Context: an optimization exercise on an open-source flow, tuned for a short achievable clock period and few clock cycles. The choices shown serve that exercise and are no tape-out recipe. Where RTL was checked, it was by simulation tests only, not by an equivalence proof against the original. Function not checked in runs 1 and 2: the RTL went through the layout flow alone. Power is estimated from default activity; no workload was simulated.

**flow/design.v**
```verilog
module cpu_group #(parameter K = 3) (
    input      [8*K-1:0]      w,       
    input      [16*K+15:0]    pcoh,    
    input      [K-1:0]        blk,     
    input      [K-1:0]        r_sta,   
    input      [8*K-1:0]      r_ins,
    output reg [K-1:0]        v,       
    output reg [15:0]         npc_oh,  
    output reg [16*K-1:0]     sel,     
    output reg [15:0]         stm      
);
    localparam LDA = 4'b0001;
    localparam ADD = 4'b0010;
    localparam OUT = 4'b0011;
    localparam JMP = 4'b0100;
    localparam STA = 4'b0101;
    localparam SUB = 4'b0111;
    reg [K-1:0] jmp, sta, out, rd, haz, last;
    reg [3:0]   n [0:K-1];
    reg [4*K-1:0] pcb;     
    integer     i, j, k;
    always @(*) begin
        for (j = 0; j < K; j = j + 1) begin
            pcb[4*j +: 4] = 4'd0;
            for (k = 0; k < 16; k = k + 1)
                if (pcoh[16*j + k])
                    pcb[4*j +: 4] = pcb[4*j +: 4] | k;
        end
        for (j = 0; j < K; j = j + 1) begin
            n[j]   = w[8*j +: 4];
            jmp[j] = w[8*j+4 +: 4] == JMP;
            sta[j] = w[8*j+4 +: 4] == STA;
            out[j] = w[8*j+4 +: 4] == OUT;
            rd[j]  = w[8*j+4 +: 4] == LDA || w[8*j+4 +: 4] == ADD ||
                     w[8*j+4 +: 4] == SUB;
            sel[16*j +: 16] = 16'd1 << n[j];
        end
        for (j = 0; j < K; j = j + 1) begin
            haz[j] = blk[j];
            for (i = 0; i < K; i = i + 1) begin
                if (rd[j] && r_sta[i] && r_ins[8*i +: 4] == n[j])
                    haz[j] = 1'b1;
                if (i < j) begin
                    if (sta[i] && n[i] == pcb[4*j +: 4])
                        haz[j] = 1'b1;
                    if (sta[i] && rd[j] && n[i] == n[j])
                        haz[j] = 1'b1;
                    if (out[i] && out[j])
                        haz[j] = 1'b1;
                    if (jmp[i])
                        haz[j] = 1'b1;
                end
            end
        end
        for (j = 0; j < K; j = j + 1)
            v[j] = (haz & ((2 << j) - 1)) == 0;
        for (j = 0; j < K; j = j + 1)
            last[j] = v[j] && (j == K - 1 || !v[j+1]);
        npc_oh = v[0] ? 16'd0 : pcoh[15:0];
        stm = 16'd0;
        for (j = 0; j < K; j = j + 1) begin
            if (last[j]) begin
                npc_oh = npc_oh | (jmp[j] ? sel[16*j +: 16] : pcoh[16*(j+1) +: 16]);
            end
            if (v[j] && sta[j])
                stm = stm | sel[16*j +: 16];
        end
    end
endmodule
module cpu(
    input            clk,
    input            rst,
    input            prog_we,
    input      [3:0] prog_addr,
    input      [7:0] prog_data,
    output reg [7:0] output_register,
    output reg       out_valid
);
localparam K = 4;
localparam LDA = 4'b0001;
localparam ADD = 4'b0010;
localparam OUT = 4'b0011;
localparam JMP = 4'b0100;
localparam STA = 4'b0101;
localparam LDI = 4'b0110;
localparam SUB = 4'b0111;
reg  [7:0]   ram [0:15];
wire [127:0] mem;
reg  [7:0]   a_reg;
reg  [16*K+15:0] pcoh;   
reg [K-1:0]    r_v;
reg [8*K-1:0]  r_ins;
reg [16*K-1:0] r_sel;   
reg [K-1:0]    r_sta;   
reg [15:0]     r_stm;   
reg [K-1:0]    e_v;
reg [16*K-1:0] e_st;    
reg [15:0]     e_stm;   
reg [K-1:0]    e_out;   
reg [K:1]      e_keep;  
reg [8*K+7:0]  e_s, e_c;
reg [2*K+1:0]  e_ci;    
genvar g;
generate
    for (g = 0; g < 16; g = g + 1) begin : mem_rd
        assign mem[8*g +: 8] = ram[g];
    end
endgenerate
reg [8*K+7:0] aval;     
reg [7:0]     ka, cs, cc;
integer       ep;
always @(*) begin
    aval[7:0] = a_reg;
    for (ep = 1; ep <= K; ep = ep + 1) begin
        ka = e_keep[ep] ? a_reg : 8'd0;
        cs = ka ^ e_s[8*ep +: 8] ^ e_c[8*ep +: 8];
        cc = (ka & e_s[8*ep +: 8]) | (ka & e_c[8*ep +: 8]) | (e_s[8*ep +: 8] & e_c[8*ep +: 8]);
        aval[8*ep +: 8] = cs + {cc[6:0], e_ci[2*ep]} + e_ci[2*ep+1];
    end
end
reg       any_out;
reg [7:0] out_val;
integer   oj;
always @(*) begin
    any_out = 1'b0;
    out_val = 8'd0;
    for (oj = 0; oj < K; oj = oj + 1)
        if (e_out[oj]) begin
            any_out = 1'b1;
            out_val = out_val | aval[8*oj +: 8];
        end
end
always @(posedge clk) begin
    if (rst) begin
        a_reg <= 8'd0;
        output_register <= 8'd0;
        out_valid <= 1'b0;
    end else begin
        a_reg <= aval[8*K +: 8];
        out_valid <= any_out;
        if (any_out)
            output_register <= out_val;
    end
end
generate
    for (g = 0; g < 16; g = g + 1) begin : mem_wr
        reg       st;
        reg [7:0] sv;
        integer   wj;
        always @(*) begin
            st = 1'b0;
            sv = 8'd0;
            for (wj = 0; wj < K; wj = wj + 1)
                if (e_st[16*wj + g]) begin
                    st = 1'b1;
                    sv = sv | aval[8*wj +: 8];
                end
        end
        always @(posedge clk) begin
            if (rst) begin
                if (prog_we && prog_addr == g)
                    ram[g] <= prog_data;
            end else if (st) begin
                ram[g] <= sv;
            end
        end
    end
endgenerate
reg [8*K-1:0]   x, t;
reg [K-1:0]     cin;
reg [K:1]       keep_n;
reg [8*K+7:0]   s_n, c_n;
reg [2*K+1:0]   ci_n;
reg [16*K-1:0]  st_n;
reg [15:0]      stm_n;
reg [K-1:0]     out_n;
reg [3:0]       rop;
reg [7:0]       s1, c1, tz;
reg             ld;
integer         ri, rj, rb;
always @(*) begin
    stm_n = 16'd0;
    for (rj = 0; rj < K; rj = rj + 1) begin
        rop = r_ins[8*rj+4 +: 4];
        x[8*rj +: 8] = 8'd0;
        for (rb = 0; rb < 16; rb = rb + 1)
            if (r_sel[16*rj + rb])
                x[8*rj +: 8] = x[8*rj +: 8] | mem[8*rb +: 8];
        if (rop == LDI)
            x[8*rj +: 8] = {4'b0, r_ins[8*rj +: 4]};
        out_n[rj] = r_v[rj] && rop == OUT;
        st_n[16*rj +: 16] = r_sta[rj] ? r_sel[16*rj +: 16] : 16'd0;
        for (ri = 0; ri < K; ri = ri + 1)
            if (ri > rj && r_sta[ri])
                st_n[16*rj +: 16] = st_n[16*rj +: 16] & ~r_sel[16*ri +: 16];
        stm_n = stm_n | st_n[16*rj +: 16];
    end
    s_n[7:0] = 8'd0;
    c_n[7:0] = 8'd0;
    ci_n[1:0] = 2'd0;
    for (rj = 1; rj <= K; rj = rj + 1) begin
        keep_n[rj] = 1'b1;
        t = {8*K{1'b0}};
        cin = {K{1'b0}};
        for (ri = 0; ri < K; ri = ri + 1)
            if (ri < rj && r_v[ri]) begin
                rop = r_ins[8*ri+4 +: 4];
                ld = rop == LDA || rop == LDI;
                if (ld) begin
                    keep_n[rj] = 1'b0;
                    t = {8*K{1'b0}};
                    cin = {K{1'b0}};
                end
                if (ld || rop == ADD)
                    t[8*ri +: 8] = x[8*ri +: 8];
                if (rop == SUB) begin
                    t[8*ri +: 8] = ~x[8*ri +: 8];
                    cin[ri] = 1'b1;
                end
            end
        if (K == 1) begin
            s1 = t[7:0];
            c1 = 8'd0;
            ci_n[2*rj +: 2] = {1'b0, cin[0]};
        end else if (K == 2) begin
            s1 = t[7:0];
            c1 = t[15:8];
            ci_n[2*rj +: 2] = cin[1:0];
        end else begin
            s1 = t[7:0];
            c1 = t[15:8];
            for (ri = 2; ri < K; ri = ri + 1) begin
                tz = t[8*ri +: 8];
                {s1, c1} = {s1 ^ c1 ^ tz,
                            ((s1 & c1) | (s1 & tz) | (c1 & tz)) << 1 | cin[ri-2]};
            end
            ci_n[2*rj +: 2] = cin[K-1:K-2];
        end
        s_n[8*rj +: 8] = s1;
        c_n[8*rj +: 8] = c1;
    end
end
always @(posedge clk) begin
    if (rst) begin
        e_v    <= {K{1'b0}};
        e_out  <= {K{1'b0}};
        e_st   <= {16*K{1'b0}};
        e_stm  <= 16'd0;
        e_keep <= {K{1'b1}};
        e_s    <= {(8*K+8){1'b0}};
        e_c    <= {(8*K+8){1'b0}};
        e_ci   <= {(2*K+2){1'b0}};
    end else begin
        e_v    <= r_v;
        e_out  <= out_n;
        e_st   <= st_n;
        e_stm  <= stm_n;
        e_keep <= keep_n;
        e_s    <= s_n;
        e_c    <= c_n;
        e_ci   <= ci_n;
    end
end
reg [8*K-1:0] w;
reg [K-1:0]   blk;
integer       fj, fb;
always @(*)
    for (fj = 0; fj < K; fj = fj + 1) begin
        w[8*fj +: 8] = 8'd0;
        for (fb = 0; fb < 16; fb = fb + 1)
            if (pcoh[16*fj + fb])
                w[8*fj +: 8] = w[8*fj +: 8] | mem[8*fb +: 8];
        blk[fj] = |(pcoh[16*fj +: 16] & (r_stm | e_stm));
    end
wire [K-1:0]     fv;
wire [15:0]      npc_oh, stm;
wire [16*K-1:0]  wsel;
cpu_group #(.K(K)) fetch_group (
    .w(w), .pcoh(pcoh), .blk(blk), .r_sta(r_sta), .r_ins(r_ins),
    .v(fv), .npc_oh(npc_oh), .sel(wsel), .stm(stm));
wire [16*K+15:0] pcoh0;
generate
    for (g = 0; g < 16; g = g + 1) begin : reset_pc
        if (g <= K)
            assign pcoh0[16*g +: 16] = 16'd1 << g;
    end
endgenerate
wire [K-1:0]     fv0;
wire [15:0]      npc_oh0, stm0;
wire [16*K-1:0]  wsel0;
cpu_group #(.K(K)) reset_group (
    .w(mem[8*K-1:0]), .pcoh(pcoh0), .blk({K{1'b0}}),
    .r_sta({K{1'b0}}), .r_ins({8*K{1'b0}}),
    .v(fv0), .npc_oh(npc_oh0), .sel(wsel0), .stm(stm0));
wire pre_hit = prog_we && prog_addr < K;
integer pj;
always @(posedge clk) begin
    if (rst) begin
        r_ins <= mem[8*K-1:0];
        r_sel <= wsel0;
        if (pre_hit) begin
            pcoh  <= pcoh0;
            r_v   <= {K{1'b0}};
            r_sta <= {K{1'b0}};
            r_stm <= 16'd0;
        end else begin
            for (pj = 0; pj <= K; pj = pj + 1)
                pcoh[16*pj +: 16] <= {npc_oh0, npc_oh0} >> (16 - pj);
            r_v   <= fv0;
            for (pj = 0; pj < K; pj = pj + 1)
                r_sta[pj] <= fv0[pj] && mem[8*pj+4 +: 4] == STA;
            r_stm <= stm0;
        end
    end else begin
        r_ins <= w;
        r_sel <= wsel;
        for (pj = 0; pj <= K; pj = pj + 1)
            pcoh[16*pj +: 16] <= {npc_oh, npc_oh} >> (16 - pj);
        r_v   <= fv;
        for (pj = 0; pj < K; pj = pj + 1)
            r_sta[pj] <= fv[pj] && w[8*pj+4 +: 4] == STA;
        r_stm <= stm;
    end
end
endmodule
```
**flow/run.sh**
```bash
#!/bin/bash
# synth_recipe.tcl (not shown) runs the flow's synth.tcl, then flattens the netlist and writes it again
# the make line also repeats each setting of config.mk as NAME=value (left out here)
make -C /OpenROAD-flow-scripts/flow DESIGN_CONFIG=/design/flow/config.mk WORK_HOME=/design/flow/orfs CLKGATE_MAP_FILE= SYNTH_SCRIPT=/design/flow/synth_recipe.tcl finish
```
**flow/config.mk**
```make
export PLATFORM = sky130hd
export DESIGN_NAME = cpu
export DESIGN_NICKNAME = cpu
export VERILOG_FILES = /design/flow/design.v
export SDC_FILE = /design/flow/constraint.sdc
export NUM_CORES = 4
export LEC_CHECK = 0
export ABC_CLOCK_PERIOD_IN_PS = 1500
export CAP_MARGIN = 20
export CORE_MARGIN = 2
export CORE_UTILIZATION = 40
export SETUP_SLACK_MARGIN = 4
export SLEW_MARGIN = 20
```
**flow/constraint.sdc**
```tcl
create_clock -name core_clock -period 6.0 [get_ports {clk}]
set_input_delay 1.2000 -clock core_clock [delete_from_list [all_inputs] [get_ports {clk}]]
set_output_delay 1.2000 -clock core_clock [all_outputs]
set_load 0.01 [all_outputs]
```
==> results.cfg, run 1 <==
[yosys]
syn_inst = 3893
synth-edff-count = 128
synth_warnings = 5
synth-async-reset-ratio_pct = 0
synth.distinct_cells = 78
avgSynthCellArea_um2 = 8.328
yosys.cell_count.top_type = clkbuf_1
synth_seq_cells = 429
synth_seq_area_share_pct = 30.44
synth_top_area_cell = dfxtp_1
synthTopCellsByCount = clkbuf_1, a221oi_1, dfxtp_1
synth_top_area_share_pct = 18.59
mappedNetlistNets = 4009
synth.area.top_cells = dfxtp_1, edfxtp_1, a221oi_1
synth_ff_type = dfxtp_1
synthesis.area_um2 = 32420

[placement]
portBuffers = 23
place.gp.congestion = 1.158
dp_cells = 4516
dp_hpwl_mm = 130.5

[floorplanning]
ios = 24
initial_utilization_pct = 40.31
die_x_um = 288.7
die_y_um = 288.7
rows = 104

[global_route]
grt_max_degree = 158
track_usage_pct = 54.00
global_route.overflow_total = 1

[clock_network]
ctsHoldBuffers = 0
cts_max_path_buffers = 3
cts_sinks = 429
clockRootBuffer = clkbuf_16
cts_buffers = 52
cts_max_level = 2

[run_status]
error = [ERROR GRT-0232] Routing congestion too high. Check the congestion heatmap in the GUI.
status = stopped before the end
stop_stage = global routing (5_1_grt)
==> worst max-delay path by stage <==
stage               from        end  slack, ns
4_1_cts        ram[2][3]   r_stm[1]       2.42
3_5_place_dp    pcoh[64]   r_stm[1]       1.24
3_3_place_gp    pcoh[64]   r_stm[1]       1.23
2_1_floorplan   pcoh[76]  r_stm[11]       2.48
==> metrics by stage <==
stage	util, %	cell area [um^2]	power (uW)	worst slack, ns	hold slack, ns
detailed placement	42.38	34080	18110	1.242	0.4690
CTS	53.92	43360	26370	2.423	0.4929
global placement	42.36	34070	18180	1.232	0.4636
floorplan	-	35020	13790	2.480	0.4443
==> metal layers <==
metal | overflow | global-route usage [%]
met1 | 0 | 57.94
met2 | 1 | 67.62
met3 | 0 | 39.42
met4 | 0 | 45.14
met5 | 0 | 23.30
==> power groups by stage <==
stage	logic [uW]	registers, uW	clock network, uW
CTS	18100	4960	3310
detailed placement	12800	5300	0
global placement	12800	5340	0
floorplan	10100	3720	0
==> timing repair <==
| item | in CTS |
|---|---|
| resized for setup | 660 |
| cloned | 13 |
| setup buffers | 526 |
| setup endpoints to repair | 531 |
| pin swaps | 198 |
==> cells by family after synthesis <==
family | synth area share, %
AND/OR/NAND/NOR | 16.43
AO/OA/AOI/OAI | 32.29
XOR/XNOR | 4.782
buffers and inverters | 8.460
adder cells (fa/ha/maj) | 5.009
multiplexers | 2.586
flip-flops | 30.44
==> inputs of run 2 (changes only) <==
--- a/flow/config.mk
+++ b/flow/config.mk
@@ -8,6 +8,7 @@
 export ABC_CLOCK_PERIOD_IN_PS = 1500
 export CAP_MARGIN = 20
 export CORE_MARGIN = 2
-export CORE_UTILIZATION = 40
+export CORE_UTILIZATION = 55
+export PLACE_DENSITY = 0.72
 export SETUP_SLACK_MARGIN = 4
 export SLEW_MARGIN = 20
==> run 2 against run 1 <==
Compared with the run above: the flow again stops in global routing (5_1_grt); area after synthesis stayed put; synthesized cell count stayed put.
==> results.cfg, run 2 <==
[yosys]
synth_warnings = 5
yosys.cell_count.top_type = clkbuf_1
syn_inst = 3893
synth_top_area_cell = dfxtp_1
mappedNetlistNets = 4009
synth-edff-count = 128
synth_seq_area_share_pct = 30.44
synth_seq_cells = 429
synth.area.top_cells = dfxtp_1, edfxtp_1, a221oi_1
synth.distinct_cells = 78
synth_ff_type = dfxtp_1
avgSynthCellArea_um2 = 8.328
synth_top_area_share_pct = 18.59
synthTopCellsByCount = clkbuf_1, a221oi_1, dfxtp_1
synthesis.area_um2 = 32420
synth-async-reset-ratio_pct = 0

[floorplanning]
ios = 24
die_y_um = 246.8
die_x_um = 246.8
rows = 88
initial_utilization_pct = 55.87

[clock_network]
cts_buffers = 49
cts_max_level = 2
cts_max_path_buffers = 3
cts_sinks = 429
clockRootBuffer = clkbuf_16

[global_route]
grt_pass1_wl_mm = 369.3
track_usage_pct = 81.82
grt_pass1_vias = 46240
grt_max_degree = 82
global_route.overflow_total = 791

[run_status]
error = [ERROR GRT-0116] Global routing finished with congestion. Check the congestion regions in the DRC Viewer.
stop_stage = global routing (5_1_grt)
status = stopped before the end

[placement]
dp_hpwl_mm = 129.0
placed_cell_area_um2 = 33690
place.gp.congestion = 1.176
portBuffers = 23
==> run 2: layer usage <==
layer	GRT usage, %	GRT overflow
met5	38.32	13
met3	70.02	38
met2	95.62	428
met1	83.07	23
met4	77.69	289
==> run 2: per-stage QoR <==
stage          std cells  utilization, %  total power (uW)  setup WS (ns)
2_1_floorplan       3893               -             13790          2.480
4_1_cts             4817           74.57             26970          2.285
3_3_place_gp        4223           58.02             17720          1.067
3_5_place_dp        4224           58.06             17920         0.8978
==> run 2: worst min-delay path by stage <==
stage / from / endpoint / depth (start not counted)
global placement: output_register[1] / output_register[1] / 2
CTS: output_register[1] / output_register[1] / 2
detailed placement: output_register[1] / output_register[1] / 2
floorplan: r_ins[20] / e_out[2] / 2
==> run 2: cells by family after synthesis <==
| family | after synthesis | share of synthesized area (%) |
|---|---|---|
| AO/OA/AOI/OAI | 1377 | 32.29 |
| XOR/XNOR | 177 | 4.782 |
| adder cells (fa/ha/maj) | 101 | 5.009 |
| buffers and inverters | 648 | 8.460 |
| flip-flops | 429 | 30.44 |
| multiplexers | 81 | 2.586 |
| AND/OR/NAND/NOR | 1080 | 16.43 |
==> run 2: repair_timing <==
action	4_1_cts
buffers inserted	484
gates resized for setup	806
pin swaps	181
hold buffers	0
endpoints found under the setup margin	510
cloned	18
==> run 2: power by group through the flow <==
stage / clock network (uW) / logic [uW] / registers, uW
2_1_floorplan: 0 / 10100 / 3720
3_3_place_gp: 0 / 12600 / 5090
3_5_place_dp: 0 / 12800 / 5090
4_1_cts: 3280 / 18800 / 4900
==> inputs of run 3 (changes only) <==
--- a/flow/design.v
+++ b/flow/design.v
@@ -91,6 +91,8 @@
 reg [K-1:0]    r_v;
 reg [8*K-1:0]  r_ins;
 reg [16*K-1:0] r_sel;   
+reg [16*K-1:0] r_pos;   
+reg [16*K-1:0] r_neg;   
 reg [K-1:0]    r_sta;   
 reg [15:0]     r_stm;   
 reg [K-1:0]    e_v;
@@ -182,12 +184,13 @@
     stm_n = 16'd0;
     for (rj = 0; rj < K; rj = rj + 1) begin
         rop = r_ins[8*rj+4 +: 4];
-        x[8*rj +: 8] = 8'd0;
-        for (rb = 0; rb < 16; rb = rb + 1)
-            if (r_sel[16*rj + rb])
+        x[8*rj +: 8] = (rop == LDI) ? {4'b0, r_ins[8*rj +: 4]} : 8'd0;
+        for (rb = 0; rb < 16; rb = rb + 1) begin
+            if (r_pos[16*rj + rb])
                 x[8*rj +: 8] = x[8*rj +: 8] | mem[8*rb +: 8];
-        if (rop == LDI)
-            x[8*rj +: 8] = {4'b0, r_ins[8*rj +: 4]};
+            if (r_neg[16*rj + rb])
+                x[8*rj +: 8] = x[8*rj +: 8] | ~mem[8*rb +: 8];
+        end
         out_n[rj] = r_v[rj] && rop == OUT;
         st_n[16*rj +: 16] = r_sta[rj] ? r_sel[16*rj +: 16] : 16'd0;
         for (ri = 0; ri < K; ri = ri + 1)
@@ -211,12 +214,10 @@
                     t = {8*K{1'b0}};
                     cin = {K{1'b0}};
                 end
-                if (ld || rop == ADD)
+                if (ld || rop == ADD || rop == SUB)
                     t[8*ri +: 8] = x[8*ri +: 8];
-                if (rop == SUB) begin
-                    t[8*ri +: 8] = ~x[8*ri +: 8];
+                if (rop == SUB)
                     cin[ri] = 1'b1;
-                end
             end
         if (K == 1) begin
             s1 = t[7:0];
@@ -298,6 +299,10 @@
     if (rst) begin
         r_ins <= mem[8*K-1:0];
         r_sel <= wsel0;
+        for (pj = 0; pj < K; pj = pj + 1) begin
+            r_pos[16*pj +: 16] <= (mem[8*pj+4 +: 4] == LDA || mem[8*pj+4 +: 4] == ADD) ? wsel0[16*pj +: 16] : 16'd0;
+            r_neg[16*pj +: 16] <= (mem[8*pj+4 +: 4] == SUB) ? wsel0[16*pj +: 16] : 16'd0;
+        end
         if (pre_hit) begin
             pcoh  <= pcoh0;
             r_v   <= {K{1'b0}};
@@ -314,6 +319,10 @@
     end else begin
         r_ins <= w;
         r_sel <= wsel;
+        for (pj = 0; pj < K; pj = pj + 1) begin
+            r_pos[16*pj +: 16] <= (w[8*pj+4 +: 4] == LDA || w[8*pj+4 +: 4] == ADD) ? wsel[16*pj +: 16] : 16'd0;
+            r_neg[16*pj +: 16] <= (w[8*pj+4 +: 4] == SUB) ? wsel[16*pj +: 16] : 16'd0;
+        end
         for (pj = 0; pj <= K; pj = pj + 1)
             pcoh[16*pj +: 16] <= {npc_oh, npc_oh} >> (16 - pj);
         r_v   <= fv;
--- a/flow/config.mk
+++ b/flow/config.mk
@@ -8,7 +8,6 @@
 export ABC_CLOCK_PERIOD_IN_PS = 1500
 export CAP_MARGIN = 20
 export CORE_MARGIN = 2
-export CORE_UTILIZATION = 55
-export PLACE_DENSITY = 0.72
+export CORE_UTILIZATION = 30
 export SETUP_SLACK_MARGIN = 4
 export SLEW_MARGIN = 20
==> run 3 against run 2 <==
Compared with the run above: the run now finishes clean; area after synthesis grew 23%; synthesized cell count increased by 21%.
==> results.cfg, run 3 <==
[final_layout]
mostFrequentLayoutCells = buf_4, mux2i_1, dfxtp_1
drive_gt1_share_pct = 43.62
nets = 5358
largest_reg_flops = 128
syn_to_final_growth_pct = 55.27
mostFrequentLayoutCell = buf_4
final_core_util_pct = 47.05
regMostFlops = ram

[critical_path]
required_ns = 6.63
arrival_ns = 4.51
worstSetupPathType = reg2reg
cp-start-kind = flop
regToRegSetupSlack_ns = 2.12
cp-end-kind = flop
crit_fanout = 7

[routing]
postRouteAntennaNets = 0
drc = 0
via_per_inst = 6.970
vias = 49170
routed_wl_mm = 300.5
routedWlPerCell_um = 42.59
drt_iter0_drc = 9102
first_pass_iters = 12

[global_route]
grt_pass1_vias = 45030
global_route.overflow_total = 0
track_usage_pct = 41.46
antenna_found_initial = 33
grt_pass1_wl_mm = 390.2
grt_max_degree = 166

[timing]
finClkSkew_ns = 0.05397
setup_slack_ns = 2.122
rsz0062_at_grt = true
relSlewSlack_pct = 11.47
hold_viol_final = 0
max_slew.worst_pin.slew_ns = 1.326
period_share_pct = 64.64
setup_tns_ns = 0
whs_ns = 0.4571
period_needed_ns = 3.878
finalSetupViolations = 0
slew_violations = 0
max_clock_freq_ghz = 0.2579

[clock_network]
cts_sinks = 557
cts_buffers = 67
cts_tree = yes
cts_max_level = 3
cts_max_path_buffers = 3
clockRootBuffer = clkbuf_16
cts.reportedPaths.clkPinSlew_ns = 0.07
clock_latency_ns = 0.71

[worst_hold_path]
hp-class = reg2reg

[yosys]
synth-edff-count = 128
synthAdderAreaFrac_pct = 4.061
synth_warnings = 5
synthTopCellsByCount = mux2i_1, nand2_1, dfxtp_1
synth_top_area_cell = dfxtp_1
synth_ff_type = dfxtp_1
synth_seq_area_share_pct = 31.09
muxShareOfSynthArea_pct = 13.48
synth_compound_area_share_pct = 22.16
synth-async-reset-ratio_pct = 0
synth_seq_cells = 557
yosys.cell_count.top_type = mux2i_1
synth_top_area_share_pct = 21.48
synthesis.area_um2 = 39990
synth.area.top_cells = dfxtp_1, mux2i_1, edfxtp_1
synth-simple-area-share_pct = 17.70
syn_inst = 4729
synthXorXnorAreaFrac_pct = 3.921
mappedNetlistNets = 4845
synth_top_family_by_area = compound AO/OA/AOI/OAI gates
avgSynthCellArea_um2 = 8.456
synth.distinct_cells = 91

[floorplanning]
dieArea_um2 = 136200
die_x_um = 369.1
ios = 24
initial_utilization_pct = 30.30
die_y_um = 369.1
rows = 133
coreArea_um2 = 132000

[placement]
pre_cts_ws_ns = 1.270
portBuffers = 23
place.gp.congestion = 1.118
dp_hpwl_mm = 203.7

[power]
p_leak_uw = 0.02427
comb_power_share_pct = 69.4
power.density_nw_per_um2 = 511.0
swShare_pct = 48.17
vdd_ir_drop_max_v = 0.0003793
seq_power_share_pct = 16.9
clock_power_share_pct = 13.7
switching_power_uw = 15280
power_uw = 31730
p_int_uw = 16440

[run_status]
status = complete, no violations

[job]
maxCapViolCount = 0
-- run 3: cell families after synthesis --
kind of cell,count (synthesis)
and+or+nand+nor,1395
AOI/OAI and AO/OA,1206
buffers and inverters,754
DFF,557
muxes,537
xor gates and xnor gates,179
adders and majority gates,101
-- run 3: routing by layer --
metal	part of all wire, %	global-route usage [%]	wire length [um]
met5	0.21	0.4630	622
met4	10	28.40	30420
met3	17	22.09	49750
met2	38	56.60	113800
met1	35	49.43	105900
-- run 3: worst max-delay path: stages, from the launching register on --
cell	delay, ns
edfxtp_1	0.52
buf_6	0.21
buf_4	0.14
buf_4	0.12
a221oi_2	0.25
and4_4	0.39
xnor2_2	0.13
nor3_1	0.09
a31oi_2	0.27
a31oi_4	0.17
buf_6	0.17
nor2_4	0.21
nand3_4	0.15
buf_6	0.14
or4_4	0.60
o221ai_2	0.21
-- run 3: path summary, 6_finish.rpt --
kind,cells past startpoint,end,startpoint
setup / recovery,15,r_stm[6],ram[4][3]
hold reg to reg,1,e_out[3],r_ins[30]
setup reg to reg,15,r_stm[6],ram[4][3]
hold / removal,1,e_out[3],r_ins[30]
-- run 3: metrics by stage --
| step | instance area [um^2] | cells |
|---|---|---|
| 2_1_floorplan | 43900 | 4729 |
| 3_3_place_gp | 43720 | 6089 |
| 3_5_place_dp | 43730 | 6089 |
| 4_1_cts | 57700 | 6862 |
| 5_1_grt | 62070 | 7048 |
| 6_report | 62090 | 7055 |
-- run 3: layout make-up --
type,instances,area [um^2]
fillers,11830,69870
well taps,1755,2196
multi-input cells,3429,32280
inverters,100,451.7
diodes,11,27.53
repair inverters,6,62.56
clock inverters,23,360.3
flip-flops and latches,557,12560
repair buffers,1081,12250
clock buffers,93,1906
-- run 3: power by group through the flow --
stage          registers [uW]  logic [uW]  clock network (uW)
3_3_place_gp             5510       10600                   0
3_5_place_dp             5500       10600                   0
2_1_floorplan            4540        8220                   0
4_1_cts                  5230       17900                4290
5_1_grt                  5310       22200                4450
6_report                 5350       22000                4340
-- run 3: repair_timing --
item / 4_1_cts / 5_1_grt
setup buffers: 628 / 176
hold endpoints to repair: 0 / 0
endpoints found under the setup margin: 669 / 519
cloned: 29 / 6
pin swaps: 334 / 260
resized for setup: 1267 / 507
hold buffers: 0 / 0
Testbench counts of run 3, summed over its fixed seeds: cycles 10,569.
==> inputs of run 4 (changes only) <==
--- a/flow/design.v
+++ b/flow/design.v
@@ -76,7 +76,7 @@
     output reg [7:0] output_register,
     output reg       out_valid
 );
-localparam K = 4;
+localparam K = 3;
 localparam LDA = 4'b0001;
 localparam ADD = 4'b0010;
 localparam OUT = 4'b0011;
--- a/flow/config.mk
+++ b/flow/config.mk
@@ -8,6 +8,6 @@
 export ABC_CLOCK_PERIOD_IN_PS = 1500
 export CAP_MARGIN = 20
 export CORE_MARGIN = 2
-export CORE_UTILIZATION = 30
+export CORE_UTILIZATION = 35
 export SETUP_SLACK_MARGIN = 4
 export SLEW_MARGIN = 20
==> run 4 against run 3 <==
Compared with the run above: setup slack better by 0.28 ns; combinational power is 25% lower; non-clock buffer count is 356 lower; power is 23% lower; register-to-register slack better by 0.28 ns; clock skew is 0.015 ns lower; clock power is about 20% lower; sequential power is 14% lower; via count is 27% lower; wire length is 34% lower; design area is 28% lower.
==> results.cfg, run 4 <==
[run_status]
status = complete, no violations

[critical_path]
cp_slowest_cell = or4_4
crit_chain = buf_4 -> a22o_1 -> a221oi_1 -> and4_4 -> buf_12 -> xor2_1 -> nor4_1 -> nand2_1 -> a311oi_2 -> or3_4 -> buf_4 -> or4_4 -> o221ai_2
worstSetupStartpoint = ram[0][0]
slowest_delay_ns = 0.60
r2r_start = ram[0][0]
crit_fanout = 9
crit_family = simple AND/OR/NAND/NOR gates
worstSetupPathType = reg2reg
required_ns = 6.56
path_buf_inv = 3
cp-start-kind = flop
crit_end = r_stm[5]
regToRegSetupSlack_ns = 2.40
cp.depth = 13
arrival_ns = 4.16
rr_worst_depth = 13
rr_endpoint = r_stm[5]
path_common_cell = buf_4
cp-end-kind = flop

[global_route]
track_usage_pct = 40.88
grt_pass1_wl_mm = 259.8
antenna_found_initial = 18
grt_max_degree = 77
grt_pass1_vias = 32580
global_route.overflow_total = 0

[clock_network]
cts_max_level = 2
ctsHoldBuffers = 0
cts_tree = yes
cts.reportedPaths.clkPinSlew_ns = 0.06
cts_buffers = 53
clockRootBuffer = clkbuf_16
cts_sinks = 465
cts_max_path_buffers = 3
clock_latency_ns = 0.65

[floorplanning]
ios = 24
coreArea_um2 = 86750
initial_utilization_pct = 35.29
die_y_um = 299.8
die_x_um = 299.8
rows = 108
dieArea_um2 = 89870

[timing]
setup_slack_ns = 2.401
finalSetupViolations = 0
period_needed_ns = 3.599
relSlewSlack_pct = 26.91
max_clock_freq_ghz = 0.2779
period_share_pct = 59.98
max_slew.worst_pin.slew_ns = 1.088
setup_tns_ns = 0
slew_violations = 0
finClkSkew_ns = 0.03858
hold_viol_final = 0
rsz0062_at_grt = true

[yosys]
yosys.cell_count.top_type = nand2_1
synth_top_area_share_pct = 22.03
synth_warnings = 5
synth-edff-count = 128
synthesis.area_um2 = 30620
synth.distinct_cells = 73
synth_top_area_cell = dfxtp_1
mappedNetlistNets = 3688
avgSynthCellArea_um2 = 8.470
synth.area.top_cells = dfxtp_1, mux2i_1, edfxtp_1
synth_ff_type = dfxtp_1
synth_seq_cells = 465
syn_inst = 3615
synthTopCellsByCount = nand2_1, mux2i_1, dfxtp_1
synth-async-reset-ratio_pct = 0
synth_seq_area_share_pct = 34.59

[power]
power.density_nw_per_um2 = 543.8
p_leak_uw = 0.01814
vdd_ir_drop_max_v = 0.0005001

[worst_hold_path]
hp-class = reg2reg
hold_start = output_register[1]

[routing]
vias = 35930
via_per_inst = 7.049
wirelength_met1_mm = 70.54
postRouteAntennaNets = 0
drt_iter0_drc = 6812
met3_length_mm = 32.11
first_pass_iters = 9
drc = 0
wl_met2_mm = 76.82
routedWlPerCell_um = 38.66
routed_wl_mm = 197.1
top_layer_used = met5

[final_layout]
mostFrequentLayoutCell = buf_4
mostFrequentLayoutCells = buf_4, mux2i_1, dfxtp_1
nFillCells = 7567
largest_reg_flops = 128
nets = 3965
drive_gt1_share_pct = 41.74
regMostFlops = ram
seqCellArea_um2 = 10680
syn_to_final_growth_pct = 46.91
multi_input_area_um2 = 23080

[placement]
pre_cts_ws_ns = 1.326
place.gp.congestion = 1.067
dp_hpwl_mm = 129.6
portBuffers = 23

[job]
maxCapViolCount = 0
## run 4: through the flow
step / utilization, % / power, uW / std cells / hold WS, ns / area (um^2)
6_report: 51.85 / 24460 / 5097 / 0.4710 / 44980
5_1_grt: 51.84 / 24750 / 5092 / 0.4925 / 44970
4_1_cts: 47.92 / 21320 / 4930 / 0.4659 / 41570
3_5_place_dp: 37.71 / 13330 / 4420 / 0.4529 / 32720
3_3_place_gp: 37.70 / 13360 / 4420 / 0.4461 / 32710
2_1_floorplan: - / 11000 / 3615 / 0.4426 / 33390
## run 4: what timing repair did
action | 4_1_cts | 5_1_grt
pin swaps | 194 | 214
endpoints found under the setup margin | 549 | 503
hold endpoints to repair | 0 | 0
gates cloned | 15 | 5
buffers inserted | 396 | 155
gates resized for setup | 802 | 425
## run 4: routing by layer
metal	GRT usage [%]	vias to the layer above
met5	0.05291	-
met4	24.20	16
met3	18.53	1111
met2	57.35	3607
met1	51.15	17200
li1	-	14000
## run 4: worst reg2reg max path: stages (launching register included)
cell      delay, ns
edfxtp_1       0.44
buf_4          0.23
a22o_1         0.21
a221oi_1       0.25
and4_4         0.39
buf_12         0.18
xor2_1         0.16
nor4_1         0.06
nand2_1        0.08
a311oi_2       0.11
or3_4          0.42
buf_4          0.17
or4_4          0.60
o221ai_2       0.20
## run 4: how the worst min path moves through the flow
stage	end	slack (ns)	depth (start not counted)
final	output_register[1]	0.47	2
after global routing	e_st[11]	0.49	1
after CTS	output_register[1]	0.47	2
after detailed placement	output_register[1]	0.45	2
after global placement	output_register[1]	0.45	2
after floorplan	e_st[36]	0.44	2
## run 4: report_power, final
| group | leakage [uW] | total (uW) | internal [uW] | switching [uW] |
|---|---|---|---|---|
| clock | 0.000885 | 3470 | 1980 | 1500 |
| sequential | 0.00391 | 4620 | 3700 | 920 |
| combinational | 0.0133 | 16400 | 7010 | 9360 |
| total | 0.0181 | 24500 | 12700 | 11800 |
## run 4: area by class of cell
type / count / share of cell area (%)
sequential: 465 / 23.75
inverter: 60 / 0.6231
clock buffer: 72 / 3.310
tap: 1155 / 3.213
timing repair buffer: 725 / 16.99
timing repair inverter: 1 / 0.03616
multi-input combinational: 2586 / 51.30
clock inverter: 27 / 0.7510
antenna: 6 / 0.03338
## run 4: kinds of logic after synthesis
kind of cell / share of synthesized area (%)
buffers and inverters: 7.617
xor gates and xnor gates: 2.889
AOI/OAI and AO/OA: 20.82
DFF: 34.59
muxes: 13.26
adders and majority gates: 3.008
and+or+nand+nor: 17.82
Testbench counts of run 4, summed over its fixed seeds: cycles 12,419.
==> inputs of run 5 (changes only) <==
--- a/flow/design.v
+++ b/flow/design.v
@@ -76,7 +76,7 @@
     output reg [7:0] output_register,
     output reg       out_valid
 );
-localparam K = 3;
+localparam K = 4;
 localparam LDA = 4'b0001;
 localparam ADD = 4'b0010;
 localparam OUT = 4'b0011;
--- a/flow/config.mk
+++ b/flow/config.mk
@@ -6,8 +6,8 @@
 export NUM_CORES = 4
 export LEC_CHECK = 0
 export ABC_CLOCK_PERIOD_IN_PS = 1500
-export CAP_MARGIN = 20
+export CAP_MARGIN = 30
 export CORE_MARGIN = 2
-export CORE_UTILIZATION = 35
+export CORE_UTILIZATION = 30
 export SETUP_SLACK_MARGIN = 4
-export SLEW_MARGIN = 20
+export SLEW_MARGIN = 30
==> run 5 against run 4 <==
Compared with the run above: still clean; global-route usage up 0.58 points; sequential power up 16%; die area up 52%; clock power up 29%; fmax down 4.8%; critical path depth up 2; synthesized cell count up 31%; count of clock-buffer cells in the layout up 22; combinational power up 23%; sequential share of layout area down 2.9 points; power up 23%; worst hold slack better by 0.0055 ns; highest routed layer unchanged.
==> results.cfg, run 5 <==
[final_layout]
regMostFlops = ram
nets = 5255
drive_gt1_share_pct = 42.20
syn_to_final_growth_pct = 50.76
mostFrequentLayoutCells = mux2i_1, buf_4, dfxtp_1
mostFrequentLayoutCell = mux2i_1
largest_reg_flops = 128

[yosys]
avgSynthCellArea_um2 = 8.456
synth-edff-count = 128
synth_top_area_share_pct = 21.48
synth-simple-area-share_pct = 17.70
muxShareOfSynthArea_pct = 13.48
synth_compound_area_share_pct = 22.16
synth_seq_area_share_pct = 31.09
synthTopCellsByCount = mux2i_1, nand2_1, dfxtp_1
synth_ff_type = dfxtp_1
synthAdderAreaFrac_pct = 4.061
synth_top_area_cell = dfxtp_1
synth-async-reset-ratio_pct = 0
synth_warnings = 5
synthXorXnorAreaFrac_pct = 3.921
synthesis.area_um2 = 39990
synth.area.top_cells = dfxtp_1, mux2i_1, edfxtp_1
mappedNetlistNets = 4845
syn_inst = 4729
synth_top_family_by_area = compound AO/OA/AOI/OAI gates
yosys.cell_count.top_type = mux2i_1
synth.distinct_cells = 91
synth_seq_cells = 557

[critical_path]
cp-end-kind = flop
crit_fanout = 7
arrival_ns = 4.36
required_ns = 6.58
cp-start-kind = flop
worstSetupPathType = reg2reg

[placement]
place.gp.congestion = 1.118
pre_cts_ws_ns = 1.262
portBuffers = 23
dp_hpwl_mm = 203.6

[clock_network]
cts_max_path_buffers = 3
cts_max_level = 3
clockRootBuffer = clkbuf_16
cts_tree = yes
cts.reportedPaths.clkPinSlew_ns = 0.06
ctsHoldBuffers = 0
cts_sinks = 557
clock_latency_ns = 0.72
cts_buffers = 69

[global_route]
grt_max_degree = 84
global_route.overflow_total = 0
antenna_found_initial = 31
track_usage_pct = 41.46
grt_pass1_vias = 44420
grt_pass1_wl_mm = 389.2

[timing]
max_clock_freq_ghz = 0.2647
rsz0062_at_grt = true
period_needed_ns = 3.778
finClkSkew_ns = 0.03745
setup_tns_ns = 0
finalSetupViolations = 0
whs_ns = 0.4764
hold_viol_final = 0
slew_violations = 0
period_share_pct = 62.97
max_slew.worst_pin.slew_ns = 1.102
setup_slack_ns = 2.222
relSlewSlack_pct = 26.53

[power]
comb_power_share_pct = 67.2
switching_power_uw = 14550
swShare_pct = 48.47
power.density_nw_per_um2 = 498.0
p_int_uw = 15470
p_leak_uw = 0.02392
seq_power_share_pct = 17.8
clock_power_share_pct = 15.0
vdd_ir_drop_max_v = 0.0004181

[routing]
drc = 0
vias = 48780
via_per_inst = 7.005
postRouteAntennaNets = 0
routed_wl_mm = 296.3
first_pass_iters = 14
drt_iter0_drc = 9587
routedWlPerCell_um = 42.55

[floorplanning]
initial_utilization_pct = 30.30
ios = 24
dieArea_um2 = 136200
rows = 133
die_y_um = 369.1
coreArea_um2 = 132000
die_x_um = 369.1

[run_status]
status = complete, no violations

[job]
maxCapViolCount = 0

[worst_hold_path]
hp-class = reg2reg
[run 5: cell types whose count changed after synthesis, sizes merged, moves of 38 or more]
cell,change
a22oi,+59
buf,+70
dfxtp,+92
a31oi,-38
a222oi,+49
a221o,+61
nor4,+40
inv,+39
nor2,+126
xor2,+48
mux2i,+126
nand4,+40
clkbuf,+75
[run 5: cells by family (layout without fill, tap and decap cells)]
family                   count (synthesis)  in the layout
AND/OR/NAND/NOR                       1395           1405
AO/OA/AOI/OAI                         1206           1206
buffers and inverters                  754           1205
flip-flops                             557            557
multiplexers                           537            537
XOR/XNOR                               179            181
adder cells (fa/ha/maj)                101            101
other                                    0             17
[run 5: layout make-up]
| cell class | instances | area (um^2) |
|---|---|---|
| Antenna cell | 17 | 42.54 |
| Clock buffer | 94 | 2003 |
| Clock inverter | 30 | 384.1 |
| Fill cell | 12060 | 71680 |
| Inverter | 100 | 455.4 |
| Multi-Input combinational cell | 3430 | 31580 |
| Sequential cell | 557 | 12580 |
| Tap cell | 1755 | 2196 |
| Timing Repair Buffer | 976 | 10980 |
| Timing Repair inverter | 5 | 66.31 |
[run 5: worst paths after layout]
path / startpoint / end / depth (start not counted) / slack (ns)
worst max-delay path: ram[10][1] / r_stm[4] / 15 / 2.22
worst max register to register: ram[10][1] / r_stm[4] / 15 / 2.22
worst min register to register: r_ins[30] / e_out[3] / 1 / 0.48
worst min-delay path: r_ins[30] / e_out[3] / 1 / 0.48
[run 5: per-layer routing]
| layer | GRT usage (%) | up-vias | wire length [um] |
|---|---|---|---|
| li1 | - | 18620 | - |
| met1 | 49.75 | 23600 | 106600 |
| met2 | 56.84 | 4915 | 112100 |
| met3 | 21.17 | 1635 | 47690 |
| met4 | 28.42 | 18 | 29450 |
| met5 | 0.8903 | - | 404 |
[run 5: power by group through the flow]
stage                     logic, uW  registers, uW  clock network, uW
final                         20200           5350               4490
after global routing          20400           5310               4620
after CTS                     17100           5240               4470
after detailed placement      10600           5500                  0
after global placement        10600           5510                  0
after floorplan                8220           4540                  0
[run 5: through the flow]
step | instance area, um^2 | std cells | util [%] | total power [uW]
3_5_place_dp | 43780 | 6089 | 33.18 | 16090
3_3_place_gp | 43720 | 6089 | 33.13 | 16100
2_1_floorplan | 43900 | 4729 | - | 12760
5_1_grt | 60240 | 6947 | 45.65 | 30310
4_1_cts | 57070 | 6811 | 43.25 | 26770
6_report | 60290 | 6964 | 45.68 | 30020
[run 5: timing repair]
action / in CTS / in global routing
gates resized for setup: 1205 / 404
endpoints found under the setup margin: 663 / 508
buffers inserted: 569 / 132
gates cloned: 29 / 4
pin swaps: 333 / 240
[run 5: worst max-delay path, stage by stage, from the launching register on]
cell and delay (ns):
edfxtp_1 0.55, buf_6 0.20, a221oi_4 0.30, and4_4 0.40, buf_6 0.13, xnor2_2 0.10
nand2_1 0.09, or4_4 0.53, a31oi_4 0.28, or2_4 0.25, buf_8 0.16, buf_6 0.11
nor3_4 0.05, buf_12 0.16, a31oi_4 0.19, o221ai_4 0.12
Testbench counts of run 5, summed over its fixed seeds: cycles 10,569.
==> inputs of run 6 (changes only) <==
--- a/flow/design.v
+++ b/flow/design.v
@@ -93,8 +93,16 @@
 reg [16*K-1:0] r_sel;   
 reg [16*K-1:0] r_pos;   
 reg [16*K-1:0] r_neg;   
-reg [K-1:0]    r_sta;   
+reg [K-1:0]    r_stau;  
+wire [K-1:0]   r_sta = r_v & r_stau;   
 reg [15:0]     r_stm;   
+integer        mj;
+always @(*) begin
+    r_stm = 16'd0;
+    for (mj = 0; mj < K; mj = mj + 1)
+        if (r_sta[mj])
+            r_stm = r_stm | r_sel[16*mj +: 16];
+end
 reg [K-1:0]    e_v;
 reg [16*K-1:0] e_st;    
 reg [15:0]     e_stm;   
@@ -306,16 +314,13 @@
         if (pre_hit) begin
             pcoh  <= pcoh0;
             r_v   <= {K{1'b0}};
-            r_sta <= {K{1'b0}};
-            r_stm <= 16'd0;
         end else begin
             for (pj = 0; pj <= K; pj = pj + 1)
                 pcoh[16*pj +: 16] <= {npc_oh0, npc_oh0} >> (16 - pj);
             r_v   <= fv0;
-            for (pj = 0; pj < K; pj = pj + 1)
-                r_sta[pj] <= fv0[pj] && mem[8*pj+4 +: 4] == STA;
-            r_stm <= stm0;
         end
+        for (pj = 0; pj < K; pj = pj + 1)
+            r_stau[pj] <= mem[8*pj+4 +: 4] == STA;
     end else begin
         r_ins <= w;
         r_sel <= wsel;
@@ -327,8 +332,7 @@
             pcoh[16*pj +: 16] <= {npc_oh, npc_oh} >> (16 - pj);
         r_v   <= fv;
         for (pj = 0; pj < K; pj = pj + 1)
-            r_sta[pj] <= fv[pj] && w[8*pj+4 +: 4] == STA;
-        r_stm <= stm;
+            r_stau[pj] <= w[8*pj+4 +: 4] == STA;
     end
 end
 endmodule
--- a/flow/config.mk
+++ b/flow/config.mk
@@ -8,6 +8,6 @@
 export ABC_CLOCK_PERIOD_IN_PS = 1500
 export CAP_MARGIN = 30
 export CORE_MARGIN = 2
-export CORE_UTILIZATION = 30
-export SETUP_SLACK_MARGIN = 4
+export CORE_UTILIZATION = 35
+export SETUP_SLACK_MARGIN = 2.6
 export SLEW_MARGIN = 30
==> run 6 against run 5 <==
Compared with the run above: still clean; sequential power fell by 7.9%; count of clock-buffer cells in the layout rose by 1; die area fell by 17%; sequential share of layout area rose by 4.0 points.
==> results.cfg, run 6 <==
[yosys]
synth_top_area_cell = dfxtp_1
mappedNetlistNets = 4591
synth.distinct_cells = 83
synth_seq_cells = 541
synth.area.top_cells = dfxtp_1, mux2i_1, edfxtp_1
avgSynthCellArea_um2 = 8.609
synth_seq_area_share_pct = 31.44
synth-edff-count = 128
synth-async-reset-ratio_pct = 0
synth_ff_type = dfxtp_1
synth_top_area_share_pct = 21.46
syn_inst = 4475
yosys.cell_count.top_type = mux2i_1
synth_warnings = 5
synthTopCellsByCount = mux2i_1, dfxtp_1, nand2_1
synthesis.area_um2 = 38530

[clock_network]
cts.reportedPaths.clkPinSlew_ns = 0.06
ctsHoldBuffers = 0
clockRootBuffer = clkbuf_16
clock_latency_ns = 0.68
cts_tree = yes
cts_sinks = 541
cts_max_level = 3
cts_buffers = 67
cts_max_path_buffers = 3

[final_layout]
regMostFlops = ram
mostFrequentLayoutCell = buf_4
nets = 4787
finalInstanceArea_um2 = 49060
drive_gt1_share_pct = 25.18
mostFrequentLayoutCells = buf_4, mux2i_1, dfxtp_1
largest_reg_flops = 128
nFillCells = 10500
syn_to_final_growth_pct = 27.34

[placement]
dp_hpwl_mm = 177.3
placed_cell_area_um2 = 39450
place.gp.congestion = 1.124
portBuffers = 23

[power]
power.density_nw_per_um2 = 404.6
p_leak_uw = 0.02028
vdd_ir_drop_max_v = 0.0003696
power_uw = 19850

[floorplanning]
die_x_um = 335.8
dieArea_um2 = 112700
rows = 121
die_y_um = 335.8
ios = 24
initial_utilization_pct = 35.34
coreArea_um2 = 109000

[critical_path]
cp-start-kind = primary input
cp-end-kind = flop
required_ns = 6.48
arrival_ns = 4.34
regToRegSetupSlack_ns = 2.14
worstSetupPathType = in2reg
crit_fanout = 56

[routing]
postRouteAntennaNets = 0
drt_iter0_drc = 9013
drc = 0
first_pass_iters = 13
routed_wl_mm = 261.3
routedWlPerCell_um = 42.41
via_per_inst = 7.269
vias = 44780

[global_route]
antenna_found_initial = 36
track_usage_pct = 44.14
grt_max_degree = 156
global_route.overflow_total = 0
grt_pass1_wl_mm = 346.1
grt_pass1_vias = 41610

[timing]
period_share_pct = 64.36
finalSetupViolations = 0
finClkSkew_ns = 0.03527
rsz0062_at_grt = true
setup_tns_ns = 0
max_clock_freq_ghz = 0.2590
whs_ns = 0.4513
max_slew.worst_pin.slew_ns = 1.085
slew_violations = 0
period_needed_ns = 3.861
relSlewSlack_pct = 27.11
hold_viol_final = 0

[worst_hold_path]
hp-class = reg2reg

[run_status]
status = complete, no violations

[job]
maxCapViolCount = 0
[run 6: cell types whose count changed after synthesis, moves of 20 or more]
cell and change:
a21oi_1 +28, and3_1 +38, buf_2 +20, clkbuf_1 -37, nand2_1 -58, nor2_1 -50
nor3b_1 -27, o21ai_0 -98, xnor2_1 +26, xor2_1 -30
[run 6: per-layer routing]
metal / track usage (%) / up-vias / routed length (um)
met2: 59.93 / 4521 / 98700
met3: 22.85 / 1537 / 43710
met5: 0.6383 / - / 377
met4: 36.07 / 36 / 29460
met1: 51.18 / 21440 / 89020
li1: - / 17240 / -
[run 6: kinds of logic after synthesis]
family | synth area share [%]
muxes | 14.09
AOI/OAI and AO/OA | 21.40
and+or+nand+nor | 17.18
xor gates and xnor gates | 3.978
buffers and inverters | 7.707
adders and majority gates | 4.216
DFF | 31.44
[run 6: path summary, 6_finish.rpt]
kind              depth (start not counted)        from   endpoint
setup / recovery                          6         rst  r_sel[58]
hold / removal                            2   r_sel[33]   e_st[33]
setup reg to reg                         15  ram[14][2]   pcoh[70]
hold reg to reg                           2   r_sel[33]   e_st[33]
[run 6: stage by stage]
stage,setup WS [ns],utilization [%],cells
after floorplan,2.626,-,4475
after detailed placement,1.261,36.19,5457
after CTS,2.458,43.76,6079
after global routing,2.146,44.98,6151
final,2.139,45.00,6160
after global placement,1.123,36.14,5455
[run 6: worst max-delay path: stages]
cell	delay [ns]
buf_8	0.41
clkinv_2	0.74
buf_4	0.54
nor2_1	0.48
nand2_1	0.22
nand2_1	0.63
[run 6: layout make-up]
| type | count | area, um^2 | area share, % |
|---|---|---|---|
| Antenna cell | 20 | 50.05 | 0.1020 |
| Clock buffer | 95 | 1947 | 3.969 |
| Clock inverter | 29 | 362.8 | 0.7396 |
| Inverter | 96 | 369.1 | 0.7524 |
| Multi-Input combinational cell | 3211 | 25350 | 51.67 |
| Sequential cell | 541 | 12190 | 24.85 |
| Tap cell | 1414 | 1769 | 3.606 |
| Timing Repair Buffer | 754 | 7018 | 14.31 |
[run 6: power by group]
| part | internal, uW | switching [uW] |
|---|---|---|
| Sequential | 4090 | 842 |
| Clock | 2420 | 1910 |
| Combinational | 4040 | 6550 |
[run 6: repair_timing]
item | CTS | global route
hold endpoints to repair | 0 | 0
pin swaps | 106 | 97
setup endpoints to repair | 205 | 108
setup buffers | 490 | 53
resized for setup | 344 | 169
cloned | 8 | 8
Testbench counts of run 6, summed over its fixed seeds: cycles 10,569.
==> inputs of run 7 (changes only) <==
--- a/flow/config.mk
+++ b/flow/config.mk
@@ -8,6 +8,6 @@
 export ABC_CLOCK_PERIOD_IN_PS = 1500
 export CAP_MARGIN = 30
 export CORE_MARGIN = 2
-export CORE_UTILIZATION = 35
-export SETUP_SLACK_MARGIN = 2.6
+export CORE_UTILIZATION = 30
+export SETUP_SLACK_MARGIN = 4
 export SLEW_MARGIN = 30
==> run 7 against run 6 <==
Compared with the run above: design area up 22%; critical path depth up 8; flip-flop and latch count unchanged; register-to-register slack better by 0.25 ns; clock skew up 0.021 ns; combinational power up 38%; first-iteration DRC count down 11%; sequential power about the same; sequential share of layout area down 4.3 points; utilization up 1.7 points; power up 21%; largest power group unchanged.
==> results.cfg, run 7 <==
[run_status]
status = complete, no violations

[critical_path]
cp-start-kind = flop
regToRegSetupSlack_ns = 2.39
worstSetupStartpoint = ram[0][4]
r2r_start = ram[0][4]
rr_worst_depth = 14
required_ns = 6.61
crit_end = pcoh[76]
crit_fanout = 7
rr_endpoint = pcoh[76]
arrival_ns = 4.22
cp-end-kind = flop
worstSetupPathType = reg2reg

[floorplanning]
dieArea_um2 = 131300
die_x_um = 362.4
coreArea_um2 = 127500
die_y_um = 362.4
rows = 131
initial_utilization_pct = 30.21
ios = 24

[final_layout]
drive_gt1_share_pct = 44.82
mostFrequentLayoutCells = buf_4, mux2i_1, dfxtp_1
syn_to_final_growth_pct = 54.75
mostFrequentLayoutCell = buf_4
largest_reg_flops = 128
regMostFlops = ram
nets = 5172

[yosys]
avgSynthCellArea_um2 = 8.609
synth-async-reset-ratio_pct = 0
synth_top_area_cell = dfxtp_1
synth_ff_type = dfxtp_1
synthesis.area_um2 = 38530
mappedNetlistNets = 4591
synth_top_area_share_pct = 21.46
yosys.cell_count.top_type = mux2i_1
syn_inst = 4475
synth.area.top_cells = dfxtp_1, mux2i_1, edfxtp_1
synth-edff-count = 128
synth_seq_area_share_pct = 31.44
synth.distinct_cells = 83
synth_warnings = 5
synth_seq_cells = 541
synthTopCellsByCount = mux2i_1, dfxtp_1, nand2_1

[worst_hold_path]
holdPathStages = 2
hp-class = reg2reg
hold_start = r_sel[44]

[power]
p_leak_uw = 0.02405
vdd_ir_drop_max_v = 0.0003405
power.density_nw_per_um2 = 403.7

[clock_network]
cts_sinks = 541
cts_buffers = 68
clock_latency_ns = 0.70
cts.reportedPaths.clkPinSlew_ns = 0.07
cts_tree = yes
clockRootBuffer = clkbuf_16
cts_max_level = 3
cts_max_path_buffers = 3

[timing]
rsz0062_at_grt = true
max_clock_freq_ghz = 0.2773
setup_tns_ns = 0
finClkSkew_ns = 0.05642
max_slew.worst_pin.slew_ns = 1.012
finalSetupViolations = 0
relSlewSlack_pct = 32.41
period_share_pct = 60.11
whs_ns = 0.4431
hold_viol_final = 0
slew_violations = 0
period_needed_ns = 3.607

[routing]
vias = 47070
drt_iter0_drc = 8025
first_pass_iters = 12
drc = 0
via_per_inst = 6.941
routedWlPerCell_um = 43.17
routed_wl_mm = 292.8
postRouteAntennaNets = 0

[global_route]
global_route.overflow_total = 0
grt_pass1_vias = 43360
track_usage_pct = 41.96
antenna_found_initial = 20
grt_pass1_wl_mm = 378.7
grt_max_degree = 69

[placement]
dp_hpwl_mm = 193.5
portBuffers = 23
place.gp.congestion = 1.074

[job]
maxCapViolCount = 0
==> run 7: layer usage <==
layer,up-vias,track usage [%],wire (um)
li1,18060,-,-
met3,1451,18.23,43190
met2,4482,59.15,115400
met1,23060,49.46,103600
met5,-,0.03700,182
met4,20,33.09,30380
==> run 7: worst max-delay path, cell delays in order, from the launching register on <==
cell	delay, ns
edfxtp_1	0.51
buf_6	0.19
a22o_1	0.21
a221oi_2	0.18
and4_1	0.24
buf_6	0.16
nand2b_4	0.15
nor2_2	0.05
a222oi_1	0.40
nand4_1	0.25
a211oi_4	0.22
buf_6	0.22
nand2b_4	0.11
or4_1	0.48
o211ai_1	0.11
==> run 7: layout make-up <==
cell class	instances	area [um^2]
tap	1662	2079
sequential	541	12270
timing repair inverter	6	86.33
timing repair buffer	1130	12160
antenna	11	27.53
clock inverter	27	407.9
inverter	96	484.2
multi-input combinational	3213	30090
fill	11700	67900
clock buffer	96	2013
==> run 7: what timing repair did <==
item / 4_1_cts / 5_1_grt
hold buffers: 0 / 0
setup endpoints to repair: 631 / 510
pin swaps: 329 / 309
hold endpoints to repair: 0 / 0
setup buffers: 743 / 169
gates cloned: 24 / 10
gates resized for setup: 1030 / 497
==> run 7: cell families after synthesis <==
family,share of synthesized area [%]
AOI/OAI and AO/OA,21.40
xor gates and xnor gates,3.978
adders and majority gates,4.216
buffers and inverters,7.707
DFF,31.44
muxes,14.09
and+or+nand+nor,17.18
==> run 7: where the power goes <==
group | internal, uW | leakage, uW | switching, uW
combinational | 6290 | 0.0183 | 8310
sequential | 4100 | 0.00456 | 833
clock | 2610 | 0.00117 | 1930
total | 13000 | 0.0240 | 11100
==> run 7: how the worst min path moves through the flow <==
stage and end:
2_1_floorplan e_st[32], 4_1_cts e_st[44], 3_3_place_gp e_st[44], 3_5_place_dp e_st[44]
5_1_grt e_st[43], 6_report e_st[44]
==> run 7: through the flow <==
stage,util (%),setup WS (ns),cell area [um^2],power (uW),std cells
final,46.75,2.393,59620,24070,6782
after global placement,32.39,1.539,41300,12750,5699
after global routing,46.73,2.404,59590,24260,6771
after detailed placement,32.46,1.550,41390,12710,5702
after CTS,43.48,2.538,55450,21270,6592
after floorplan,-,2.792,41560,10320,4475
==> inputs of run 8 (changes only) <==
--- a/flow/config.mk
+++ b/flow/config.mk
@@ -9,5 +9,5 @@
 export CAP_MARGIN = 30
 export CORE_MARGIN = 2
 export CORE_UTILIZATION = 30
-export SETUP_SLACK_MARGIN = 4
+export SETUP_SLACK_MARGIN = 5
 export SLEW_MARGIN = 30
==> run 8 against run 7 <==
Compared with the run above: the run now fails in global routing (5_1_grt); synthesized cell count is the same; area after synthesis is the same.
==> results.cfg, run 8 <==
[global_route]
track_usage_pct = 38.95
global_route.overflow_total = 3
grt_max_degree = 53

[run_status]
status = stopped before the end
stop_stage = global routing (5_1_grt)
error = [ERROR GRT-0232] Routing congestion too high. Check the congestion heatmap in the GUI.

[clock_network]
clockRootBuffer = clkbuf_16
cts_buffers = 60
cts_max_level = 2
cts_max_path_buffers = 3
cts_sinks = 541
ctsHoldBuffers = 0

[yosys]
avgSynthCellArea_um2 = 8.609
synthTopCellsByCount = mux2i_1, dfxtp_1, nand2_1
synth-async-reset-ratio_pct = 0
synth-edff-count = 128
syn_inst = 4475
synth_top_area_share_pct = 21.46
synth_seq_cells = 541
mappedNetlistNets = 4591
synth.distinct_cells = 83
synth_seq_area_share_pct = 31.44
synth.area.top_cells = dfxtp_1, mux2i_1, edfxtp_1
synth_ff_type = dfxtp_1
synth_warnings = 5
synthesis.area_um2 = 38530
synth_top_area_cell = dfxtp_1
yosys.cell_count.top_type = mux2i_1

[placement]
dp_hpwl_mm = 167.9
portBuffers = 23
place.gp.congestion = 1.056

[floorplanning]
die_x_um = 362.4
ios = 24
die_y_um = 362.4
initial_utilization_pct = 30.21
rows = 131
run 8: cell counts after synthesis:
No cell type changed its count.
run 8: power by group through the flow:
stage	combinational [uW]	clock (uW)	sequential (uW)
detailed placement	7610	0	5030
floorplan	6140	0	4290
CTS	12000	4020	4770
global placement	7590	0	5040
run 8: worst min path at each step:
stage               startpoint       end  slack [ns]  cells past startpoint
global placement     r_sel[33]  e_st[33]        0.45                      2
CTS                  r_sel[38]  e_st[38]        0.45                      2
detailed placement   r_sel[35]  e_st[35]        0.44                      2
floorplan            r_sel[53]  e_st[37]        0.42                      1
run 8: cell families after synthesis:
logic type | count (synthesis) | share of synthesized area, %
xor gates and xnor gates | 175 | 3.978
AOI/OAI and AO/OA | 1119 | 21.40
muxes | 541 | 14.09
buffers and inverters | 726 | 7.707
DFF | 541 | 31.44
adders and majority gates | 101 | 4.216
and+or+nand+nor | 1272 | 17.18
run 8: layer usage:
layer  overflow  global-route usage [%]
met1          3                   44.25
met2          0                   53.65
met3          0                   18.77
met4          0                   33.76
met5          0                   4.735
run 8: repair_timing:
action | 4_1_cts
buffers inserted | 683
gates resized for setup | 998
pin swaps | 374
cloned | 47
endpoints found under the setup margin | 678
hold endpoints to repair | 0
run 8: metrics by stage:
stage | instance area [um^2] | cells | util [%] | hold slack (ns) | worst slack, ns
2_1_floorplan | 42060 | 4475 | - | 0.4169 | 2.792
4_1_cts | 54730 | 6516 | 42.92 | 0.4547 | 2.450
3_3_place_gp | 41180 | 5672 | 32.29 | 0.4483 | 1.113
3_5_place_dp | 41250 | 5672 | 32.35 | 0.4411 | 1.115
==> inputs of run 9 (changes only) <==
--- a/flow/config.mk
+++ b/flow/config.mk
@@ -8,6 +8,6 @@
 export ABC_CLOCK_PERIOD_IN_PS = 1500
 export CAP_MARGIN = 30
 export CORE_MARGIN = 2
-export CORE_UTILIZATION = 30
-export SETUP_SLACK_MARGIN = 5
+export CORE_UTILIZATION = 25
+export SETUP_SLACK_MARGIN = 4
 export SLEW_MARGIN = 30
==> run 9 against run 8 <==
Compared with the run above: area after synthesis did not move; synthesized cell count is the same; now clean on timing, DRC and antenna.
==> results.cfg, run 9 <==
[power]
p_int_uw = 12640
vdd_ir_drop_max_v = 0.0003006
comb_power_share_pct = 60.9
switching_power_uw = 11030
power.density_nw_per_um2 = 400.0
swShare_pct = 46.60
p_leak_uw = 0.02372
clock_power_share_pct = 18.2
seq_power_share_pct = 20.8

[timing]
period_needed_ns = 3.678
max_slew.worst_pin.slew_ns = 1.167
finClkSkew_ns = 0.04736
whs_ns = 0.4402
max_clock_freq_ghz = 0.2719
period_share_pct = 61.29
setup_tns_ns = 0
finalSetupViolations = 0
hold_viol_final = 0
rsz0062_at_grt = true
slew_violations = 0
relSlewSlack_pct = 21.58

[critical_path]
rr_endpoint = pcoh[72]
cp_slowest_cell = or4_4
rr_worst_depth = 14
slowest_delay_ns = 0.61
arrival_ns = 4.27
r2r_start = pcoh[65]
required_ns = 6.59
crit_fanout = 5
regToRegSetupSlack_ns = 2.32
worstSetupStartpoint = pcoh[65]
crit_chain = buf_12 -> buf_4 -> a22oi_2 -> nand2_2 -> or4_4 -> nand4_4 -> o31ai_4 -> a221oi_2 -> and3_4 -> o2111ai_4 -> buf_6 -> buf_4 -> mux2i_2 -> a221o_1
cp-start-kind = flop
path_buf_inv = 4
path_common_cell = buf_4
cp-end-kind = flop
worstSetupPathType = reg2reg
cp.depth = 14
crit_family = compound AO/OA/AOI/OAI gates
crit_end = pcoh[72]

[routing]
drt_iter0_drc = 8177
top_layer_used = met5
postRouteAntennaNets = 0
routedWlPerCell_um = 39.94
wirelength_met1_mm = 103.6
via_per_inst = 6.537
routed_wl_mm = 284.3
wl_met2_mm = 111.7
first_pass_iters = 11
drc = 0
vias = 46530
met3_length_mm = 40.65

[yosys]
synth_seq_cells = 541
synth-async-reset-ratio_pct = 0
synthesis.area_um2 = 38530
synth_warnings = 5
synthTopCellsByCount = mux2i_1, dfxtp_1, nand2_1
yosys.cell_count.top_type = mux2i_1
avgSynthCellArea_um2 = 8.609
synth_ff_type = dfxtp_1
syn_inst = 4475
synth_top_area_share_pct = 21.46
mappedNetlistNets = 4591
synth.area.top_cells = dfxtp_1, mux2i_1, edfxtp_1
synth-edff-count = 128
synth_seq_area_share_pct = 31.44
synth.distinct_cells = 83
synth_top_area_cell = dfxtp_1

[clock_network]
cts_buffers = 67
cts_sinks = 541
clock_latency_ns = 0.72
cts_tree = yes
cts_max_path_buffers = 3
cts.reportedPaths.clkPinSlew_ns = 0.06
clockRootBuffer = clkbuf_16
ctsHoldBuffers = 0
cts_max_level = 3

[floorplanning]
coreArea_um2 = 153500
initial_utilization_pct = 25.10
ios = 24
dieArea_um2 = 157300
die_x_um = 396.6
rows = 144
die_y_um = 396.6

[placement]
place.gp.congestion = 1.082
placed_cell_area_um2 = 42090
portBuffers = 23
dp_hpwl_mm = 190.4

[final_layout]
nets = 5131
largest_reg_flops = 128
mostFrequentLayoutCell = buf_4
nFillCells = 14920
finalInstanceArea_um2 = 59200
drive_gt1_share_pct = 42.55
final_core_util_pct = 38.57
regMostFlops = ram
mostFrequentLayoutCells = buf_4, mux2i_1, dfxtp_1
syn_to_final_growth_pct = 53.67

[global_route]
grt_max_degree = 44
global_route.overflow_total = 0
track_usage_pct = 33.85
antenna_found_initial = 31
grt_pass1_vias = 42420
grt_pass1_wl_mm = 367.0

[worst_hold_path]
hp-class = reg2reg

[job]
maxCapViolCount = 0

[run_status]
status = complete, no violations
==> run 9: how the worst min path moves through the flow <==
| stage | from | end | depth (start not counted) |
|---|---|---|---|
| detailed placement | r_sel[34] | e_st[34] | 2 |
| global route | r_ins[30] | e_out[3] | 1 |
| floorplan | r_sel[32] | e_st[32] | 2 |
| finish | r_sel[40] | e_st[40] | 2 |
| global placement | r_sel[34] | e_st[34] | 2 |
| CTS | r_sel[40] | e_st[40] | 2 |
==> run 9: through the flow <==
| stage | total power, uW | setup WS, ns | cells |
|---|---|---|---|
| finish | 23680 | 2.322 | 7118 |
| floorplan | 10320 | 2.792 | 4475 |
| detailed placement | 12800 | 1.466 | 6104 |
| global placement | 12810 | 0.8892 | 6098 |
| CTS | 20770 | 2.476 | 6897 |
| global route | 23870 | 2.300 | 7113 |
==> run 9: power groups by stage <==
stage          clock (uW)  combinational, uW  sequential, uW
6_report             4320              14400            4930
3_3_place_gp            0               7700            5110
3_5_place_dp            0               7700            5100
2_1_floorplan           0               6040            4280
5_1_grt              4450              14500            4890
4_1_cts              4310              11600            4820
==> run 9: cell type report <==
| type | instances | area, um^2 | share of cell area (%) |
|---|---|---|---|
| clock buffers | 85 | 1814 | 3.065 |
| clock inverters | 36 | 457.9 | 0.7735 |
| flip-flops and latches | 541 | 12270 | 20.73 |
| repair inverters | 5 | 56.30 | 0.09511 |
| inverters | 96 | 471.7 | 0.7968 |
| multi-input cells | 3220 | 29650 | 50.09 |
| repair buffers | 1084 | 11900 | 20.10 |
| well taps | 2044 | 2557 | 4.320 |
| diodes | 7 | 17.52 | 0.02959 |
==> run 9: what timing repair did <==
action                                  in CTS  in global routing
pin swaps                                  354                286
gates cloned                                21                 16
buffers inserted                           651                198
hold endpoints to repair                     0                  0
resized for setup                          940                482
endpoints found under the setup margin     647                527
==> run 9: kinds of logic after synthesis <==
group                    share of synthesized area, %
XOR/XNOR                                        3.978
AND/OR/NAND/NOR                                 17.18
multiplexers                                    14.09
flip-flops                                      31.44
adder cells (fa/ha/maj)                         4.216
AO/OA/AOI/OAI                                   21.40
buffers and inverters                           7.707
==> run 9: layer usage <==
metal / track usage (%) / vias to the layer above
li1: - / 18010
met1: 41.64 / 23030
met2: 47.43 / 4238
met3: 13.61 / 1232
met4: 23.81 / 28
met5: 2.617 / -
==> run 9: worst min-delay path, cell delays in order, from the launching register on <==
cell	delay, ns
dfxtp_1	0.32
nand2_1	0.06
a21oi_1	0.03

==> afterwards: timing with drivers on the ports <==
The flow's constraints put no driver on any port. The routed layouts listed below were extracted and timed again, unchanged, in two steps. Step 1: set_driving_cell puts a clkbuf_16 on clk and a buf_2 on each other input, an assumption about the parent block. Step 2 adds t to the input delays and takes it off the output delays; t is the mean of the earliest and latest rising clock arrival at the registers after step 1. Input paths then give back, and output paths get back, about the clock's delay inside the block. Three values: ideal ports, drivers, drivers and shift; two values: the first two.
run	t (ns)	setup slack, ns	worst setup path after step 2	worst register clock-pin slew, ns	worst slew at a driven data input, ns
run 3	0.772	2.122 / 2.122 / 2.122	register to register	0.07 / 0.07	0.28
run 4	0.705	2.401 / 2.401 / 2.175	input to register	0.07 / 0.07	0.20
run 5	0.778	2.222 / 2.222 / 2.222	register to register	0.07 / 0.07	0.28
run 6	0.742	2.139 / 2.142 / 1.424	input to register	0.07 / 0.07	0.05
run 7	0.758	2.393 / 2.393 / 2.206	input to register	0.07 / 0.07	0.30
run 9	0.772	2.322 / 2.322 / 2.322	register to register	0.07 / 0.07	0.30
After both steps every run listed still meets setup and hold. For run 6, which loses most, drivers alone change the setup slack by +0.003 ns; drivers and shift together by -0.715 ns.
